This design comes from an exercise in tuning for small area on the open sky130 flow, not from production work. Function was checked by simulation only, so behaviour that the tests miss may differ from the original. The flow treats the clock pin as an ideal source, which a real chip does not have. No activity file was given, so power comes from the tool's default toggle rates.

==> v27: inputs <==
==> flow/design.v <==
module Debounce(
  input clk,
  input rst,
  input [3:0] sw_pin,
  input [2:0] btn_pin,
  output [3:0] aim,    
  output [2:0] btr,    
  output [2:0] btd     
);
  reg [3:0] sws1, swc0, swc1;
  reg [2:0] bts1, btc0, btc1;
  always @(posedge clk) begin
    sws1 <= sw_pin;
    if (rst) begin
      swc0 <= 0; swc1 <= 0;
      bts1 <= 0; btc0 <= 0; btc1 <= 0;
    end else begin
      swc0 <= sws1 & ~swc1;
      swc1 <= sws1 & (swc0 | swc1);
      bts1 <= btn_pin;
      btc0 <= bts1 & ~btc1;
      btc1 <= bts1 & (btc0 | btc1);
    end
  end
  assign aim = swc1 & ~swc0;
  assign btr = btc1 & ~btc0;
  assign btd = bts1 & btc1;
endmodule
module Random_gen(
  input clk,
  input rst,
  input clr_btn,
  input hold,
  output reg [3:0] dec
);
  reg [63:0] ls;
  wire clr = rst | clr_btn;
  wire fb = ~(ls[63] ^ ls[62] ^ ls[60] ^ ls[59]);
  integer j;
  always @(posedge clk) begin
    ls[0] <= ~clr & fb;
    for (j = 1; j < 64; j = j + 1)
      if (j % 2 == 1) ls[j] <= ~(~clr & ls[j-1]);
      else ls[j] <= ~(clr | ls[j-1]);
  end
  wire [3:0] nib = {~ls[3], ls[2], ~ls[1], ls[0]};
  wire nib_ok = (nib != 4'd0) && (nib <= 4'd9);
  always @(posedge clk)
    if (nib_ok && !hold) dec <= nib;
endmodule
module Control(
  input clk,
  input rst,
  input [3:0] aim,
  input rf,             
  input mf,             
  input [3:0] dec,
  output hit_nx,        
  output reg game,
  output [23:0] b,      
  output [18:0] s       
);
  wire r0, r9;
  wire [8:0] q;
  Counter counter_i (.clk(clk), .rst(rst), .q(q), .r0(r0), .r9(r9));
  wire remove;
  Score score_i (.clk(clk), .rst(rst), .rf(rf), .inc(remove), .s(s));
  Hit hit_i (.s(s), .game(game), .q(q), .r9(r9), .rst(rst), .hit_nx(hit_nx));
  reg hit;
  always @(posedge clk) hit <= hit_nx;
  wire seven;
  Board board_i (.clk(clk), .rst(rst), .clrb(rf | ~game), .entry(!rf && hit && game),
                 .fire(!rf && mf && game && r0), .aim(aim), .dec(dec), .b(b), .seven(seven),
                 .remove(remove));
  always @(posedge clk)
    if (rst | rf) game <= 1'b1;
    else if (seven) game <= 1'b0;
endmodule
module Counter(input clk, input rst, output reg [8:0] q, output r0, output r9);
  reg [4:0] r;
  assign r0 = ~r[4] & ~r[0];
  assign r9 = r[4] & ~r[3];
  wire r1 = ~r[1] & r[0];
  wire wrap = rst || (&q[8:4] && q[2] && r1);    
  always @(posedge clk) begin
    if (wrap) r <= 0;
    else r <= {r[3:0], ~r[4]};
    if (wrap) q <= 0;
    else if (r9) q <= q + 9'd1;
  end
endmodule
module Hit(input [18:0] s, input game, input [8:0] q, input r9, input rst, output hit_nx);
  wire [3:0] s1 = s[7:4], s0 = s[3:0];
  wire s_hi = |s[18:8];
  wire s0le5 = ~s0[3] & ~(s0[2] & s0[1]);    
  wire s0z = (s0 == 4'd0);
  wire l0 = (s1 == 4'd0) | (s1 == 4'd1 & s0z);
  wire l1 = (s1 == 4'd1 & ~s0z) | (s1 == 4'd2 & s0le5);
  wire l2 = (s1 == 4'd2 & ~s0le5) | (s1 == 4'd3 & s0le5);
  wire l3 = (s1 == 4'd3 & ~s0le5) | (s1 == 4'd4 & s0le5);
  wire l4 = (s1 == 4'd4 & ~s0le5) | (s1 == 4'd5 & s0z);
  wire low = game & ~s_hi;
  wire m = low & l0 ? (q == 9'd399) :
           low & l1 ? (q == 9'd299) :
           low & l2 ? (q == 9'd199) :
           low & l3 ? (q == 9'd159) :
           low & l4 ? (q == 9'd99) : (&q[8:4] & &q[1:0]);    
  assign hit_nx = ~rst & r9 & m;
endmodule
module Score(input clk, input rst, input rf, input inc, output [18:0] s);
  reg [2:0] s4;
  reg [3:0] s3, s2, s1, s0;
  assign s = {s4, s3, s2, s1, s0};
  wire s_max = s4[2] & s4[1] & s3[2] & s3[0] & s2[2] & s2[0] & s1[1] & s1[0] & s0[2] & s0[0];
  function [3:0] binc(input [3:0] d, input c);   
    binc = {d[3] ^ (c & d[0] & (d[3] | (d[2] & d[1]))),
            d[2] ^ (c & d[1] & d[0]),
            d[1] ^ (c & d[0] & ~d[3]),
            d[0] ^ c};
  endfunction
  wire c1 = inc & s0[3] & s0[0];
  wire c2 = c1 & s1[3] & s1[0];
  wire c3 = c2 & s2[3] & s2[0];
  wire c4 = c3 & s3[3] & s3[0];
  always @(posedge clk)
    if (rst || rf || (inc && s_max)) begin
      s4 <= 0; s3 <= 0; s2 <= 0; s1 <= 0; s0 <= 0;
    end else begin
      s0 <= binc(s0, inc);
      s1 <= binc(s1, c1);
      s2 <= binc(s2, c2);
      s3 <= binc(s3, c3);
      s4 <= s4 + {2'b0, c4};
    end
endmodule
module Board(input clk, input rst, input clrb, input entry, input fire, input [3:0] aim,
             input [3:0] dec, output reg [23:0] b, output reg seven, output remove);
  wire [6:0] nz;
  genvar k;
  generate for (k = 0; k < 6; k = k + 1) begin : g_nz
    assign nz[k] = |b[4*k+3:4*k];
  end endgenerate
  assign nz[6] = seven;
  reg [3:0] lead;
  integer j;
  always @(*) begin
    lead = 4'd0;
    for (j = 0; j < 6; j = j + 1)
      lead = lead | (b[4*j +: 4] & {4{~nz[j+1]}});
  end
  assign remove = fire && (aim == lead);
  reg [23:0] brm;
  always @(*)
    for (j = 0; j < 6; j = j + 1)
      brm[4*j +: 4] = b[4*j +: 4] & {4{~(remove & ~nz[j+1])}};
  always @(posedge clk)
    if (rst || clrb) begin
      b <= 0; seven <= 0;
    end else if (entry) begin
      b <= {brm[19:0], dec}; seven <= nz[5] & ~remove;
    end else
      b <= brm;
endmodule
module ssdisplay(
  input clk,
  input rst,
  input [23:0] b,
  input [18:0] s,
  input [3:0] aim,
  input test,
  input game,
  output [7:0] seg_data_0_pin,
  output [7:0] seg_data_1_pin,
  output [7:0] seg_cs_pin
);
  reg [1:0] p;
  always @(posedge clk)
    if (rst) p <= 0;
    else p <= p + 2'd1;
  function [6:0] seg7(input [3:0] v);
    seg7 = {v[3] | (v[2] & ~v[1]) | (~v[2] & v[1]) | (v[1] & ~v[0]),
            v[3] | (~v[1] & ~v[0]) | (v[2] & ~v[1]) | (v[2] & ~v[0]),
            (~v[2] & ~v[0]) | (v[1] & ~v[0]),
            v[3] | (~v[2] & ~v[0]) | (v[1] & ~v[0]) | (~v[2] & v[1]) | (v[2] & ~v[1] & v[0]),
            v[2] | ~v[1] | v[0],
            ~v[2] | (v[1] & v[0]) | (~v[1] & ~v[0]),
            v[3] | v[1] | (v[2] & v[0]) | (~v[2] & ~v[0])};
  endfunction
  reg [3:0] v1, v2;
  always @(*) begin
    case (p)
      2'd0: v1 = game ? aim : 4'd0;
      2'd1: v1 = 4'd0;
      2'd2: v1 = game ? b[23:20] : 4'd0;
      default: v1 = game ? b[19:16] : {1'b0, s[18:16]};
    endcase
    case (p)
      2'd0: v2 = game ? b[15:12] : s[15:12];
      2'd1: v2 = game ? b[11:8] : s[11:8];
      2'd2: v2 = game ? b[7:4] : s[7:4];
      default: v2 = game ? b[3:0] : s[3:0];
    endcase
  end
  wire blank1 = game & ((v1 == 4'd0) | (v1[3] & (v1[2] | v1[1])));
  wire blank2 = game & (v2 == 4'd0);
  wire sym = game & (p == 2'd1);
  assign seg_data_0_pin = test ? 8'hff : sym ? 8'b01001001 : blank1 ? 8'h00 : {1'b0, seg7(v1)};
  assign seg_data_1_pin = test ? 8'hff : blank2 ? 8'h00 : {1'b0, seg7(v2)};
  wire [3:0] cs = {p == 2'd3, p == 2'd2, p == 2'd1, p == 2'd0};
  assign seg_cs_pin = {cs, cs};
endmodule
module main_wrapper
   (btn_pin,
    rst,
    seg_cs_pin,
    seg_data_0_pin,
    seg_data_1_pin,
    sw_pin,
    sys_clk_in);
  input [4:0]btn_pin;
  input rst;
  output [7:0]seg_cs_pin;
  output [7:0]seg_data_0_pin;
  output [7:0]seg_data_1_pin;
  input [3:0]sw_pin;
  input sys_clk_in;
  wire [3:0] aim;
  wire [2:0] btr, btd;
  wire [3:0] dec;
  wire hit_nx, game;
  wire [23:0] b;
  wire [18:0] s;
  Debounce debounce_i (.clk(sys_clk_in), .rst(rst), .sw_pin(sw_pin), .btn_pin(btn_pin[2:0]),
                       .aim(aim), .btr(btr), .btd(btd));
  Random_gen random_i (.clk(sys_clk_in), .rst(rst), .clr_btn(btd[1]), .hold(hit_nx), .dec(dec));
  Control control_i (.clk(sys_clk_in), .rst(rst), .aim(aim), .rf(btr[1]), .mf(btr[2]),
                     .dec(dec), .hit_nx(hit_nx), .game(game), .b(b), .s(s));
  ssdisplay display_i (.clk(sys_clk_in), .rst(rst), .b(b), .s(s), .aim(aim), .test(btr[0]),
                       .game(game), .seg_data_0_pin(seg_data_0_pin),
                       .seg_data_1_pin(seg_data_1_pin), .seg_cs_pin(seg_cs_pin));
endmodule
==> flow/flow/run.sh <==
#!/bin/bash
# Own layout flow: the standard flow (standard.sh), except that
#  - synthesis maps the logic with area-oriented ABC scripts
#    (flow/area_synth.tcl, flow/area_*.abc) and without Yosys's adder
#    extraction; everything before ABC, so every register and its name, is
#    as in the standard synthesis. Each ABC script is tried in a folder of its
#    own and the smallest netlist is laid out;
#  - the port buffers, and the buffers synthesis puts between two ports
#    driven by one net, are the smallest buffer;
#  - CTS uses small clock buffers and inserts no dummy clock loads.
# Each step's full output goes to a log file in the work folder.
set -euo pipefail
WORK=$(pwd)
R=orfs/results/$FLOW_PLATFORM/main_wrapper/base
CTS="-sink_clustering_enable -repair_clock_nets -dont_use_dummy_load -buf_list sky130_fd_sc_hd__clkbuf_8 -sink_clustering_size 10 -sink_clustering_max_diameter 50"
SYN=(ADDER_MAP_FILE= "SYNTH_SCRIPT=$WORK/flow/area_synth.tcl" \
     "MIN_BUF_CELL_AND_PORTS=sky130_fd_sc_hd__buf_1 A X")

# synthesis with each ABC script, in parallel
for a in flow/area_*.abc; do
  n=$(basename $a .abc)
  sed "s|$WORK/orfs|$WORK/syn_$n|g" standard.sh > $WORK/standard_$n.sh
  AREA_ABC_SCRIPT=$WORK/$a bash $WORK/standard_$n.sh synth "${SYN[@]}" \
    > $WORK/1_synth_$n.log 2>&1 &
done
wait
best=""; bestarea=""
for a in flow/area_*.abc; do
  n=$(basename $a .abc)
  f=$WORK/syn_$n/reports/$FLOW_PLATFORM/main_wrapper/base/synth_stat.txt
  [[ -f $f && -f $WORK/syn_$n/results/$FLOW_PLATFORM/main_wrapper/base/1_2_yosys.v ]] || continue
  area=$(grep "Chip area for module" $f | tail -1 | awk '{print $NF}')
  echo "$n $area" >> $WORK/1_synth_areas.txt
  if [[ -z $best ]] || awk -v a=$area -v b=$bestarea 'BEGIN{exit !(a<b)}'; then
    best=$n; bestarea=$area
  fi
done
echo "best $best $bestarea" >> $WORK/1_synth_areas.txt

# the best synthesis becomes the standard folder's; the rest are removed
rm -rf $WORK/orfs
mv $WORK/syn_$best $WORK/orfs
rm -rf $WORK/syn_*

AREA_ABC_SCRIPT=$WORK/flow/$best.abc bash standard.sh finish "${SYN[@]}" \
  "BUFFER_PORTS_ARGS=-buffer_cell sky130_fd_sc_hd__buf_1" \
  "CTS_ARGS=$CTS" \
  > $WORK/2_layout.log 2>&1
==> flow/flow/area_f1.abc <==
strash
&get -n
&fraig -x
&put
scorr
dc2
strash
&get -n
&deepsyn -T 30
&put
strash
&get -n
&dch -f
&nf -R 1000
&put
==> flow/flow/area_k1.abc <==
strash
&get -n
&fraig -x
&put
scorr
dc2
strash
&get -n
&deepsyn -T 30
&put
strash
&get -n
&dch -f
&nf -R 1000
&put
strash
&get -n
&dch -f
&nf -R 1000
&put
==> flow/flow/area_k2.abc <==
strash
&get -n
&fraig -x
&put
scorr
dc2
strash
&get -n
&deepsyn -T 30
&put
strash
dc2
&get -n
&dch -f
&nf -R 1000
&put
==> flow/flow/area_k3.abc <==
strash
&get -n
&fraig -x
&put
scorr
dc2
strash
&get -n
&syn2
&deepsyn -T 30
&put
strash
&get -n
&dch -f
&nf -R 1000
&put
==> flow/flow/area_synth.tcl <==
# The standard flow's synthesis script (synth_recipe.tcl) with one change: ABC maps the
# logic with flow/area.abc, an area-oriented script, instead of ORFS's speed
# script. Everything before ABC, and so every register and its name, is the
# same as in the standard synthesis.
proc synth {args} { yosys synth -nofsm -noshare {*}$args }
proc abc {args} {
  set i [lsearch -exact $args -script]
  if { $i >= 0 } { lset args [expr {$i + 1}] $::env(AREA_ABC_SCRIPT) }
  yosys abc {*}$args
}
source $::env(SCRIPTS_DIR)/synth.tcl
# left out here: clear keep_hierarchy, flatten, clean up, hide names made inside functions, write 1_2_yosys.v
==> flow/standard.sh <==
#!/bin/bash
# synth_recipe.tcl (not shown) runs the flow's synth.tcl, then flattens the netlist and writes it again
# the make line also repeats each setting of config.mk as NAME=value (left out here)
make -C /OpenROAD-flow-scripts/flow DESIGN_CONFIG=/design/flow/config.mk WORK_HOME=/design/flow/orfs CLKGATE_MAP_FILE= SYNTH_SCRIPT=/design/flow/synth_recipe.tcl "${@:-finish}"
==> flow/config.mk <==
export PLATFORM = sky130hd
export DESIGN_NAME = main_wrapper
export DESIGN_NICKNAME = main_wrapper
export VERILOG_FILES = /design/flow/design.v
export SDC_FILE = /design/flow/constraint.sdc
export NUM_CORES = 4
export LEC_CHECK = 0
export CAP_MARGIN = 20
export CORE_MARGIN = 2
export CORE_UTILIZATION = 40
export SLEW_MARGIN = 20
==> flow/constraint.sdc <==
create_clock -name core_clock -period 60.0 [get_ports {sys_clk_in}]
set_input_delay 12.0000 -clock core_clock [delete_from_list [all_inputs] [get_ports {sys_clk_in}]]
set_output_delay 12.0000 -clock core_clock [all_outputs]
set_load 0.01 [all_outputs]
==> v28 (differences from v27) <==
--- a/flow/design.v
+++ b/flow/design.v
@@ -69,7 +69,7 @@
   reg hit;
   always @(posedge clk) hit <= hit_nx;
   wire seven;
-  Board board_i (.clk(clk), .rst(rst), .clrb(rf | ~game), .entry(!rf && hit && game),
+  Board board_i (.clk(clk), .rst(rst), .clrb(rf), .entry(!rf && hit && game), .s(s),
                  .fire(!rf && mf && game && r0), .aim(aim), .dec(dec), .b(b), .seven(seven),
                  .remove(remove));
   always @(posedge clk)
@@ -133,7 +133,8 @@
       s4 <= s4 + {2'b0, c4};
     end
 endmodule
-module Board(input clk, input rst, input clrb, input entry, input fire, input [3:0] aim,
+module Board(input clk, input rst, input clrb, input entry, input [18:0] s, input fire,
+             input [3:0] aim,
              input [3:0] dec, output reg [23:0] b, output reg seven, output remove);
   wire [6:0] nz;
   genvar k;
@@ -156,6 +157,8 @@
   always @(posedge clk)
     if (rst || clrb) begin
       b <= 0; seven <= 0;
+    end else if (seven) begin
+      b <= {5'd0, s}; seven <= 0;
     end else if (entry) begin
       b <= {brm[19:0], dec}; seven <= nz[5] & ~remove;
     end else
@@ -164,7 +167,7 @@
 module ssdisplay(
   input clk,
   input rst,
-  input [23:0] b,
+  input [23:0] b,      
   input [18:0] s,
   input [3:0] aim,
   input test,
@@ -191,14 +194,14 @@
     case (p)
       2'd0: v1 = game ? aim : 4'd0;
       2'd1: v1 = 4'd0;
-      2'd2: v1 = game ? b[23:20] : 4'd0;
-      default: v1 = game ? b[19:16] : {1'b0, s[18:16]};
+      2'd2: v1 = b[23:20];
+      default: v1 = b[19:16];
     endcase
     case (p)
-      2'd0: v2 = game ? b[15:12] : s[15:12];
-      2'd1: v2 = game ? b[11:8] : s[11:8];
-      2'd2: v2 = game ? b[7:4] : s[7:4];
-      default: v2 = game ? b[3:0] : s[3:0];
+      2'd0: v2 = b[15:12];
+      2'd1: v2 = b[11:8];
+      2'd2: v2 = b[7:4];
+      default: v2 = b[3:0];
     endcase
   end
   wire blank1 = game & ((v1 == 4'd0) | (v1[3] & (v1[2] | v1[1])));
--- a/flow/flow/run.sh
+++ b/flow/flow/run.sh
@@ -7,12 +7,13 @@
 #    own and the smallest netlist is laid out;
 #  - the port buffers, and the buffers synthesis puts between two ports
 #    driven by one net, are the smallest buffer;
-#  - CTS uses small clock buffers and inserts no dummy clock loads.
+#  - CTS uses small clock buffers and inserts no dummy clock loads; then
+#    the leaves that drive many flip-flops get a stronger buffer.
 # Each step's full output goes to a log file in the work folder.
 set -euo pipefail
 WORK=$(pwd)
 R=orfs/results/$FLOW_PLATFORM/main_wrapper/base
-CTS="-sink_clustering_enable -repair_clock_nets -dont_use_dummy_load -buf_list sky130_fd_sc_hd__clkbuf_8 -sink_clustering_size 10 -sink_clustering_max_diameter 50"
+CTS="-sink_clustering_enable -repair_clock_nets -dont_use_dummy_load -buf_list sky130_fd_sc_hd__clkbuf_8 -sink_clustering_size 10 -sink_clustering_max_diameter 50 -sink_buffer_max_cap_derate 0.2"
 SYN=(ADDER_MAP_FILE= "SYNTH_SCRIPT=$WORK/flow/area_synth.tcl" \
      "MIN_BUF_CELL_AND_PORTS=sky130_fd_sc_hd__buf_1 A X")
 
@@ -42,7 +43,14 @@
 mv $WORK/syn_$best $WORK/orfs
 rm -rf $WORK/syn_*
 
-AREA_ABC_SCRIPT=$WORK/flow/$best.abc bash standard.sh finish "${SYN[@]}" \
-  "BUFFER_PORTS_ARGS=-buffer_cell sky130_fd_sc_hd__buf_1" \
-  "CTS_ARGS=$CTS" \
-  > $WORK/2_layout.log 2>&1
+LAYOUT=("${SYN[@]}" "BUFFER_PORTS_ARGS=-buffer_cell sky130_fd_sc_hd__buf_1" "CTS_ARGS=$CTS")
+AREA_ABC_SCRIPT=$WORK/flow/$best.abc bash standard.sh cts "${LAYOUT[@]}" > $WORK/2_layout_to_cts.log 2>&1
+
+# stronger buffers for the clock tree's heavily loaded leaves (flow/clk_leaf.tcl)
+LEAF_LIB=$FLOW_HOME/platforms/$FLOW_PLATFORM/lib/sky130_fd_sc_hd__tt_025C_1v80.lib \
+LEAF_RC=$FLOW_HOME/platforms/$FLOW_PLATFORM/setRC.tcl \
+LEAF_DB=$WORK/$R/4_cts.odb LEAF_SDC=$WORK/$R/4_cts.sdc \
+LEAF_BIG=sky130_fd_sc_hd__clkbuf_8 LEAF_MAX_SINKS=10 LEAF_MAX_SLEW_PS=95 \
+  openroad -no_init -exit $WORK/flow/clk_leaf.tcl > $WORK/3_clk_leaf.log 2>&1
+
+AREA_ABC_SCRIPT=$WORK/flow/$best.abc bash standard.sh finish "${LAYOUT[@]}" > $WORK/4_layout_finish.log 2>&1
==> flow/flow/area_m3.abc (new file) <==
strash
&get -n
&fraig -x
&put
scorr
dc2
strash
&get -n
&deepsyn -T 30
&put
strash
&get -n
&dch -f
&nf -R 1000 -E 100
&put
==> flow/flow/area_m4.abc (new file) <==
strash
&get -n
&fraig -x
&put
scorr
dc2
strash
&get -n
&deepsyn -T 30
&put
strash
&get -n
&dch -f
&nf -R 1000
&put
strash
&get -n
&dch -f
&nf -R 1000
&put
strash
&get -n
&dch -f
&nf -R 1000
&put
==> flow/flow/clk_leaf.tcl (new file) <==
# After CTS: a clock buffer that drives many flip-flops, or whose flip-flops'
# estimated clock slew is high, gets a stronger buffer, so that every
# flip-flop's clock slew stays well under the limit; then the placement is
# legalized again.
read_liberty $::env(LEAF_LIB)
read_db $::env(LEAF_DB)
read_sdc $::env(LEAF_SDC)
source $::env(LEAF_RC)
estimate_parasitics -placement
set big [get_lib_cells */$::env(LEAF_BIG)]
set regclk [dict create]
foreach pin [all_registers -clock_pins -edge_triggered] { dict set regclk [get_full_name $pin] 1 }
set n 0
foreach net [get_nets clknet_*] {
  set sinks 0
  set slew 0
  foreach pin [get_pins -of_objects $net -filter "direction == input"] {
    if {[dict exists $regclk [get_full_name $pin]]} {
      incr sinks
      foreach edge {rise fall} {
        set s [expr {1e12 * [sta::time_ui_sta [get_property $pin slew_max_$edge]]}]
        set slew [expr {max($slew, $s)}]
      }
    }
  }
  if {$sinks == 0} { continue }
  set up [expr {$sinks >= $::env(LEAF_MAX_SINKS) || $slew > $::env(LEAF_MAX_SLEW_PS)}]
  foreach drv [get_pins -of_objects $net -filter "direction == output"] {
    set inst [get_cells -of_objects $drv]
    puts "leaf [get_full_name $net] sinks $sinks est. slew [format %.1f $slew] ps: [get_full_name $inst] [get_property $inst ref_name][expr {$up ? " -> $::env(LEAF_BIG)" : ""}]"
    if {$up} { replace_cell $inst $big; incr n }
  }
}
puts "upsized $n clock buffers"
detailed_placement
check_placement -verbose
write_db $::env(LEAF_DB)
--- a/flow/config.mk
+++ b/flow/config.mk
@@ -7,5 +7,6 @@
 export LEC_CHECK = 0
 export CAP_MARGIN = 20
 export CORE_MARGIN = 2
-export CORE_UTILIZATION = 40
+export CORE_UTILIZATION = 60
+export PLACE_DENSITY = 0.85
 export SLEW_MARGIN = 20
==> v20 (differences from v27) <==
--- a/flow/design.v
+++ b/flow/design.v
@@ -69,7 +69,7 @@
   reg hit;
   always @(posedge clk) hit <= hit_nx;
   wire seven;
-  Board board_i (.clk(clk), .rst(rst), .clrb(rf | ~game), .entry(!rf && hit && game),
+  Board board_i (.clk(clk), .rst(rst), .clrb(rf), .entry(!rf && hit && game), .s(s),
                  .fire(!rf && mf && game && r0), .aim(aim), .dec(dec), .b(b), .seven(seven),
                  .remove(remove));
   always @(posedge clk)
@@ -133,7 +133,8 @@
       s4 <= s4 + {2'b0, c4};
     end
 endmodule
-module Board(input clk, input rst, input clrb, input entry, input fire, input [3:0] aim,
+module Board(input clk, input rst, input clrb, input entry, input [18:0] s, input fire,
+             input [3:0] aim,
              input [3:0] dec, output reg [23:0] b, output reg seven, output remove);
   wire [6:0] nz;
   genvar k;
@@ -156,6 +157,8 @@
   always @(posedge clk)
     if (rst || clrb) begin
       b <= 0; seven <= 0;
+    end else if (seven) begin
+      b <= {5'd0, s}; seven <= 0;
     end else if (entry) begin
       b <= {brm[19:0], dec}; seven <= nz[5] & ~remove;
     end else
@@ -164,7 +167,7 @@
 module ssdisplay(
   input clk,
   input rst,
-  input [23:0] b,
+  input [23:0] b,      
   input [18:0] s,
   input [3:0] aim,
   input test,
@@ -191,14 +194,14 @@
     case (p)
       2'd0: v1 = game ? aim : 4'd0;
       2'd1: v1 = 4'd0;
-      2'd2: v1 = game ? b[23:20] : 4'd0;
-      default: v1 = game ? b[19:16] : {1'b0, s[18:16]};
+      2'd2: v1 = b[23:20];
+      default: v1 = b[19:16];
     endcase
     case (p)
-      2'd0: v2 = game ? b[15:12] : s[15:12];
-      2'd1: v2 = game ? b[11:8] : s[11:8];
-      2'd2: v2 = game ? b[7:4] : s[7:4];
-      default: v2 = game ? b[3:0] : s[3:0];
+      2'd0: v2 = b[15:12];
+      2'd1: v2 = b[11:8];
+      2'd2: v2 = b[7:4];
+      default: v2 = b[3:0];
     endcase
   end
   wire blank1 = game & ((v1 == 4'd0) | (v1[3] & (v1[2] | v1[1])));
--- a/flow/flow/run.sh
+++ b/flow/flow/run.sh
@@ -7,12 +7,13 @@
 #    own and the smallest netlist is laid out;
 #  - the port buffers, and the buffers synthesis puts between two ports
 #    driven by one net, are the smallest buffer;
-#  - CTS uses small clock buffers and inserts no dummy clock loads.
+#  - CTS uses small clock buffers and inserts no dummy clock loads; then
+#    the leaves that drive many flip-flops get a stronger buffer.
 # Each step's full output goes to a log file in the work folder.
 set -euo pipefail
 WORK=$(pwd)
 R=orfs/results/$FLOW_PLATFORM/main_wrapper/base
-CTS="-sink_clustering_enable -repair_clock_nets -dont_use_dummy_load -buf_list sky130_fd_sc_hd__clkbuf_8 -sink_clustering_size 10 -sink_clustering_max_diameter 50"
+CTS="-sink_clustering_enable -repair_clock_nets -dont_use_dummy_load -buf_list sky130_fd_sc_hd__clkbuf_4 -sink_clustering_size 10 -sink_clustering_max_diameter 50"
 SYN=(ADDER_MAP_FILE= "SYNTH_SCRIPT=$WORK/flow/area_synth.tcl" \
      "MIN_BUF_CELL_AND_PORTS=sky130_fd_sc_hd__buf_1 A X")
 
@@ -42,7 +43,14 @@
 mv $WORK/syn_$best $WORK/orfs
 rm -rf $WORK/syn_*
 
-AREA_ABC_SCRIPT=$WORK/flow/$best.abc bash standard.sh finish "${SYN[@]}" \
-  "BUFFER_PORTS_ARGS=-buffer_cell sky130_fd_sc_hd__buf_1" \
-  "CTS_ARGS=$CTS" \
-  > $WORK/2_layout.log 2>&1
+LAYOUT=("${SYN[@]}" "BUFFER_PORTS_ARGS=-buffer_cell sky130_fd_sc_hd__buf_1" "CTS_ARGS=$CTS")
+AREA_ABC_SCRIPT=$WORK/flow/$best.abc bash standard.sh cts "${LAYOUT[@]}" > $WORK/2_layout_to_cts.log 2>&1
+
+# stronger buffers for the clock tree's heavily loaded leaves (flow/clk_leaf.tcl)
+LEAF_LIB=$FLOW_HOME/platforms/$FLOW_PLATFORM/lib/sky130_fd_sc_hd__tt_025C_1v80.lib \
+LEAF_RC=$FLOW_HOME/platforms/$FLOW_PLATFORM/setRC.tcl \
+LEAF_DB=$WORK/$R/4_cts.odb LEAF_SDC=$WORK/$R/4_cts.sdc \
+LEAF_BIG=sky130_fd_sc_hd__clkbuf_8 LEAF_MAX_SINKS=10 LEAF_MAX_SLEW_PS=95 \
+  openroad -no_init -exit $WORK/flow/clk_leaf.tcl > $WORK/3_clk_leaf.log 2>&1
+
+AREA_ABC_SCRIPT=$WORK/flow/$best.abc bash standard.sh finish "${LAYOUT[@]}" > $WORK/4_layout_finish.log 2>&1
==> flow/flow/clk_leaf.tcl (new file) <==
# After CTS: a clock buffer that drives many flip-flops, or whose flip-flops'
# estimated clock slew is high, gets a stronger buffer, so that every
# flip-flop's clock slew stays well under the limit; then the placement is
# legalized again.
read_liberty $::env(LEAF_LIB)
read_db $::env(LEAF_DB)
read_sdc $::env(LEAF_SDC)
source $::env(LEAF_RC)
estimate_parasitics -placement
set big [get_lib_cells */$::env(LEAF_BIG)]
set regclk [dict create]
foreach pin [all_registers -clock_pins -edge_triggered] { dict set regclk [get_full_name $pin] 1 }
set n 0
foreach net [get_nets clknet_*] {
  set sinks 0
  set slew 0
  foreach pin [get_pins -of_objects $net -filter "direction == input"] {
    if {[dict exists $regclk [get_full_name $pin]]} {
      incr sinks
      foreach edge {rise fall} {
        set s [expr {1e12 * [sta::time_ui_sta [get_property $pin slew_max_$edge]]}]
        set slew [expr {max($slew, $s)}]
      }
    }
  }
  if {$sinks == 0} { continue }
  set up [expr {$sinks >= $::env(LEAF_MAX_SINKS) || $slew > $::env(LEAF_MAX_SLEW_PS)}]
  foreach drv [get_pins -of_objects $net -filter "direction == output"] {
    set inst [get_cells -of_objects $drv]
    puts "leaf [get_full_name $net] sinks $sinks est. slew [format %.1f $slew] ps: [get_full_name $inst] [get_property $inst ref_name][expr {$up ? " -> $::env(LEAF_BIG)" : ""}]"
    if {$up} { replace_cell $inst $big; incr n }
  }
}
puts "upsized $n clock buffers"
detailed_placement
check_placement -verbose
write_db $::env(LEAF_DB)
--- a/flow/config.mk
+++ b/flow/config.mk
@@ -7,5 +7,6 @@
 export LEC_CHECK = 0
 export CAP_MARGIN = 20
 export CORE_MARGIN = 2
-export CORE_UTILIZATION = 40
+export CORE_UTILIZATION = 60
+export PLACE_DENSITY = 0.85
 export SLEW_MARGIN = 20
==> v5 (differences from v27) <==
--- a/flow/config.mk
+++ b/flow/config.mk
@@ -5,7 +5,7 @@
 export SDC_FILE = /design/flow/constraint.sdc
 export NUM_CORES = 4
 export LEC_CHECK = 0
-export CAP_MARGIN = 20
+export CAP_MARGIN = 0
 export CORE_MARGIN = 2
 export CORE_UTILIZATION = 40
-export SLEW_MARGIN = 20
+export SLEW_MARGIN = 0
==> summary of the runs <==
v5 completed without violations. v20 finished clean. v27 finished clean. v28 ran to the end with no violations.
Design area: v20 is lower than v5 (about 3%).
Between v20 and v5, the lower core utilization is in v5 (gap 20 points).
Setup slack: v20 is better than v28 (0.19 ns).
Flip-flop and latch count is the same in v28 and v27.
In v28 the maximum frequency is smaller than in v20, by about 1.2%.
Of v20 and v28, v20 has the higher combinational power (gap about 1%, measured against v28).
Between v27 and v20, the lower final cell count is in v20 (gap about 10%, measured against v20).
In synthesized cell count, v27 and v5 do not differ.
==> figures <==
quantity                                                                        v20                        v27                        v28                         v5
Result of the run                                  no timing/DRC/antenna violations  no timing/DRC/antenna violations  no timing/DRC/antenna violations  no timing/DRC/antenna violations
Per-cell via count in the routed design                                        5.99                       5.29                       6.03                       5.29
Worst R2R Path Depth                                                             16                         15                         13                         15
Pwr Density                                                            27.6 nW/um^2               28.3 nW/um^2               28.7 nW/um^2               28.3 nW/um^2
Fraction of cell area in non-clock buffers                                    2.65%                      2.70%                      2.49%                      2.70%
Post-synthesis instance total                                                   550                        552                        544                        552
Initial detailed-routing violation count                                        496                        269                        361                        269
Die Y-Extent                                                                97.3 um                     119 um                    97.3 um                     119 um
CTS root buffer                                           sky130_fd_sc_hd__clkbuf_4  sky130_fd_sc_hd__clkbuf_8  sky130_fd_sc_hd__clkbuf_8  sky130_fd_sc_hd__clkbuf_8
Area of the multi-input gates                                            2020 sq um                 2110 sq um                 2040 sq um                 2110 sq um
Number of signal-net buffers in the layout                                       36                         37                         35                         37
Overall Power                                                              0.156 mW                   0.166 mW                   0.164 mW                   0.166 mW
Synthesized-area fraction occupied by xor and xnor cells                      2.01%                      1.50%                      1.51%                      1.50%
Count of cell instances traversed by the critical path                           11                         12                         11                         12
Number of nets in the synthesized netlist                                       561                        563                        555                        563
Horiz. Die Dim                                                              97.3 um                     119 um                    97.3 um                     119 um
Worst EP arrival                                                            3.35 ns                    3.50 ns                    3.54 ns                    3.50 ns

[afterwards: timing with drivers on the ports]
The results above use ideal ports. As a check the final layouts listed here were re-extracted and re-timed, cells and wires unchanged.
Step 1 assumes that a clkbuf_16 drives the clock port and a buf_2 every other input.
Step 2 also shifts input and output timing later by t, the mid clock arrival at the registers, as if the neighbouring blocks saw the same clock.
Three values: ideal, step 1, step 2; two values: the first two.
| run | t (ns) | setup slack, ns | clock arrival spread, ns |
|---|---|---|---|
| v27 | 0.460 | 44.501 / 44.465 / 44.925 | 0.048 / 0.048 |
| v28 | 0.455 | 44.461 / 44.430 / 44.884 | 0.034 / 0.035 |
| v20 | 0.547 | 44.648 / 44.621 / 45.168 | 0.030 / 0.030 |
| v5 | 0.460 | 44.501 / 44.465 / 44.925 | 0.048 / 0.048 |
After both steps setup and hold are still met in every run listed.
